What follows belongs to an exercise in optimizing a design on an open flow for small area; a production flow would make more cautious choices.
RTL that was checked went through simulation tests only; none was proved equivalent to the original.
No driver is modelled on the clock port, so clocking that relies on it looks cheaper here than on a real chip.
No activity file was given, so power comes from the tool's default toggle rates.

## the baseline
## BankTicketMachineFSM
module BankTicketMachineFSM (
    input clk,
    input rst_n,
    input [2:0] service_ButtonPress,
    input [3:0] officer_ButtonPress,
    output reg [6:0] Tickernum,
    output reg [1:0] Desknum,
    output reg [15:0] ticket_WaitingCustomers,
    output reg [2:0] ticket_ServiceType
    );
For scale: ~80 flip-flops, ~37 I/O pins.
==> module bank_ctrl, before the edit <==
module bank_ctrl (input [2:0] s, input [3:0] o, input [2:0] act, input vld, input nz0, input nz1, input nz2,
    input [6:0] tn, input [1:0] dk, input [2:0] st,
    output reg [2:0] act_d, output sel0, output sel1, output sel2, output en0, output en1, output en2,
    output dn, output ld_n, output [6:0] tn_d, output [1:0] dk_d, output [2:0] st_d);
always @(*) begin
    case (s)
        3'b001: act_d = 3'd2;
        3'b010: act_d = 3'd1;
        3'b100: act_d = 3'd3;
        3'b000: case (o)
            4'b0001: act_d = 3'd4;
            4'b0010: act_d = 3'd6;
            4'b0100: act_d = 3'd7;
            4'b1000: act_d = 3'd5;
            default: act_d = 3'd0;
        endcase
        default: act_d = 3'd0;
    endcase
end
wire S0 = (act == 3'd2);
wire S1 = (act == 3'd1);
wire S2 = (act == 3'd3);
wire O1 = (act == 3'd4);
wire O2 = (act == 3'd6);
wire O3 = (act == 3'd7);
wire O4 = (act == 3'd5);
wire isS = S0 | S1 | S2;
assign sel0 = S0 | ((O1 | O4) & nz0) | (O3 & ~nz2 & nz0);
assign sel1 = S1 | (O1 & ~nz0 & nz1) | (O2 & nz1) | (O3 & ~nz2 & ~nz0 & nz1);
assign sel2 = S2 | (O1 & ~nz0 & ~nz1 & nz2) | (O2 & ~nz1 & nz2) | (O3 & nz2) | (O4 & ~nz0 & nz2);
assign en0 = sel0 | ~vld;
assign en1 = sel1 | ~vld;
assign en2 = sel2 | ~vld;
assign dn = act[2];
assign ld_n = ~isS;
wire found = act[2] & (sel0 | sel1 | sel2);
assign tn_d = tn + found;
assign dk_d = O1 ? 2'd0 : O2 ? 2'd1 : O3 ? 2'd2 : dk;
assign st_d = isS ? {S2, S1, S0} : st;
endmodule
clock: 5.0 ns
lec_check: 0
cap_margin: 0
core_margin: 2
core_utilization: 40
gpl_timing_driven: 0
slew_margin: 0
synth_hierarchical: 1
synth_minimum_keep_size: 0
standard.sh (not shown) runs the stock make flow with config.mk's settings and CLKGATE_MAP_FILE= SYNTH_SCRIPT=/design/flow/synth_recipe.tcl, a recipe that flattens the netlist after the stock synthesis.
==> flow/flow/run.sh <==
#!/bin/bash
# The standard ORFS layout (standard.sh) with these changes:
#  - the port buffers are sky130_fd_sc_hd__buf_1 cells;
#  - the clock is buffered by flow/clkbuf.tcl before CTS: a root buffer on
#    the clock port drives one buffer per group of registers (2 x 2 groups
#    of equal size). The clock net then has a single sink and
#    clock_tree_synthesis leaves it as it is. After CTS, flow/clkinv.tcl
#    turns the root and group buffers into inverters (two inversions, so
#    the registers keep the clock's polarity);
#  - no dummy clock loads;
#  - after synthesis, flow/downsize.tcl gives each gate its smallest drive
#    strength, and the buffers synthesis added are removed; the repairs
#    size up what the layout needs;
#  - after CTS (flow/post_cts.tcl), flow/shrink.tcl gives each gate the smallest drive strength
#    that keeps the slew, capacitance and fanout limits and some setup slack.
# make's output goes to flow_make.log; each ORFS step logs to orfs/logs.
set -euo pipefail
here=$(pwd)
export BUFFER_PORTS_ARGS="-buffer_cell sky130_fd_sc_hd__buf_1"
export PRE_CTS_TCL="$here/flow/clkbuf.tcl"
export CTS_ARGS="-clk_nets clk -dont_use_dummy_load -buf_list sky130_fd_sc_hd__clkbuf_16"
export PRE_FLOORPLAN_TCL="$here/flow/downsize.tcl"
export REMOVE_ABC_BUFFERS=1
export POST_CTS_TCL="$here/flow/post_cts.tcl"
export SHRINK_SETUP_MARGIN=0.1
export CLKROOT_CELL=sky130_fd_sc_hd__clkbuf_4
export CLKLEAF_CELL=sky130_fd_sc_hd__clkbuf_8
export CLKROOT_INV=sky130_fd_sc_hd__inv_2
export CLKLEAF_INV=sky130_fd_sc_hd__inv_8
export CLK_COLS=2
export CLK_ROWS=2
bash standard.sh > flow_make.log 2>&1
Other scripts of this flow, unchanged in this note and not shown: flow/flow/clkbuf.tcl, flow/flow/clkinv.tcl, flow/flow/downsize.tcl, flow/flow/post_cts.tcl, flow/flow/shrink.tcl
The baseline has completed all stages; timing, DRC and antenna checks passed.
Relative to the baseline, the following input files were edited for the candidate:
diff --git a/flow/design.v b/flow/design.v
--- a/flow/design.v
+++ b/flow/design.v
@@ -92,30 +92,30 @@
     input [6:0] tn, input [1:0] dk, input [2:0] st,
     output reg [2:0] act_d, output sel0, output sel1, output sel2, output en0, output en1, output en2,
     output dn, output ld_n, output [6:0] tn_d, output [1:0] dk_d, output [2:0] st_d);
 always @(*) begin
     case (s)
-        3'b001: act_d = 3'd2;
-        3'b010: act_d = 3'd1;
+        3'b001: act_d = 3'd1;
+        3'b010: act_d = 3'd2;
         3'b100: act_d = 3'd3;
         3'b000: case (o)
             4'b0001: act_d = 3'd4;
-            4'b0010: act_d = 3'd6;
+            4'b0010: act_d = 3'd5;
             4'b0100: act_d = 3'd7;
-            4'b1000: act_d = 3'd5;
+            4'b1000: act_d = 3'd6;
             default: act_d = 3'd0;
         endcase
         default: act_d = 3'd0;
     endcase
 end
-wire S0 = (act == 3'd2);
-wire S1 = (act == 3'd1);
+wire S0 = (act == 3'd1);
+wire S1 = (act == 3'd2);
 wire S2 = (act == 3'd3);
 wire O1 = (act == 3'd4);
-wire O2 = (act == 3'd6);
+wire O2 = (act == 3'd5);
 wire O3 = (act == 3'd7);
-wire O4 = (act == 3'd5);
+wire O4 = (act == 3'd6);
 wire isS = S0 | S1 | S2;
 assign sel0 = S0 | ((O1 | O4) & nz0) | (O3 & ~nz2 & nz0);
 assign sel1 = S1 | (O1 & ~nz0 & nz1) | (O2 & nz1) | (O3 & ~nz2 & ~nz0 & nz1);
 assign sel2 = S2 | (O1 & ~nz0 & ~nz1 & nz2) | (O2 & ~nz1 & nz2) | (O3 & nz2) | (O4 & ~nz0 & nz2);
 assign en0 = sel0 | ~vld;
--- outcome ---
Status: detailed-route vias per instance parity (the baseline, the candidate). The baseline -> the candidate: peak clock frequency supported by timing increased slightly. Cell area: the candidate vs the baseline, no meaningful difference. Minimum clock period after layout in the candidate is 0.086 ns below the baseline. Looking at the reports, the candidate completed the entire flow and the layout it produced met the timing, design-rule and antenna checks. As far as via count of the first global-routing pass is concerned, the candidate and the baseline perform about the same. Side by side, net switching fraction of the power turned out lower in the candidate than in the baseline. Diff the baseline and the candidate: multi-input gate area in the final layout higher in the candidate. For the baseline, the capture point of the critical path was q1[15], unlike the candidate, where it was q0[15]. The candidate against the baseline: chip area estimate from yosys synthesis now sits at about the same level, total power after layout now sits lower.
For the baseline, only the layout was checked, not whether the RTL still works.

[port drivers added, routing unchanged]
The results above use ideal ports. As a check the final layouts listed here were re-extracted and re-timed, cells and wires unchanged. Step 1, drivers: a clkbuf_16 drives clk and a buf_2 each remaining input, both assumed. Step 2, shift: input delay + t, output delay - t, t = (earliest + latest rising clock arrival at the registers) / 2. This alone moves slack from input paths to output paths. Slacks: ideal ports / drivers / drivers and shift; pairs: ideal ports / drivers.
run	t (ns)	setup slack, ns	slew at the worst register clock pin (ns)	worst slew at a driven data input, ns
the baseline	0.337	0.517 / 0.517 / 0.517	0.12 / 0.12	0.03
the candidate	0.337	0.603 / 0.603 / 0.603	0.11 / 0.11	0.03
After both steps setup and hold are still met in every run listed.
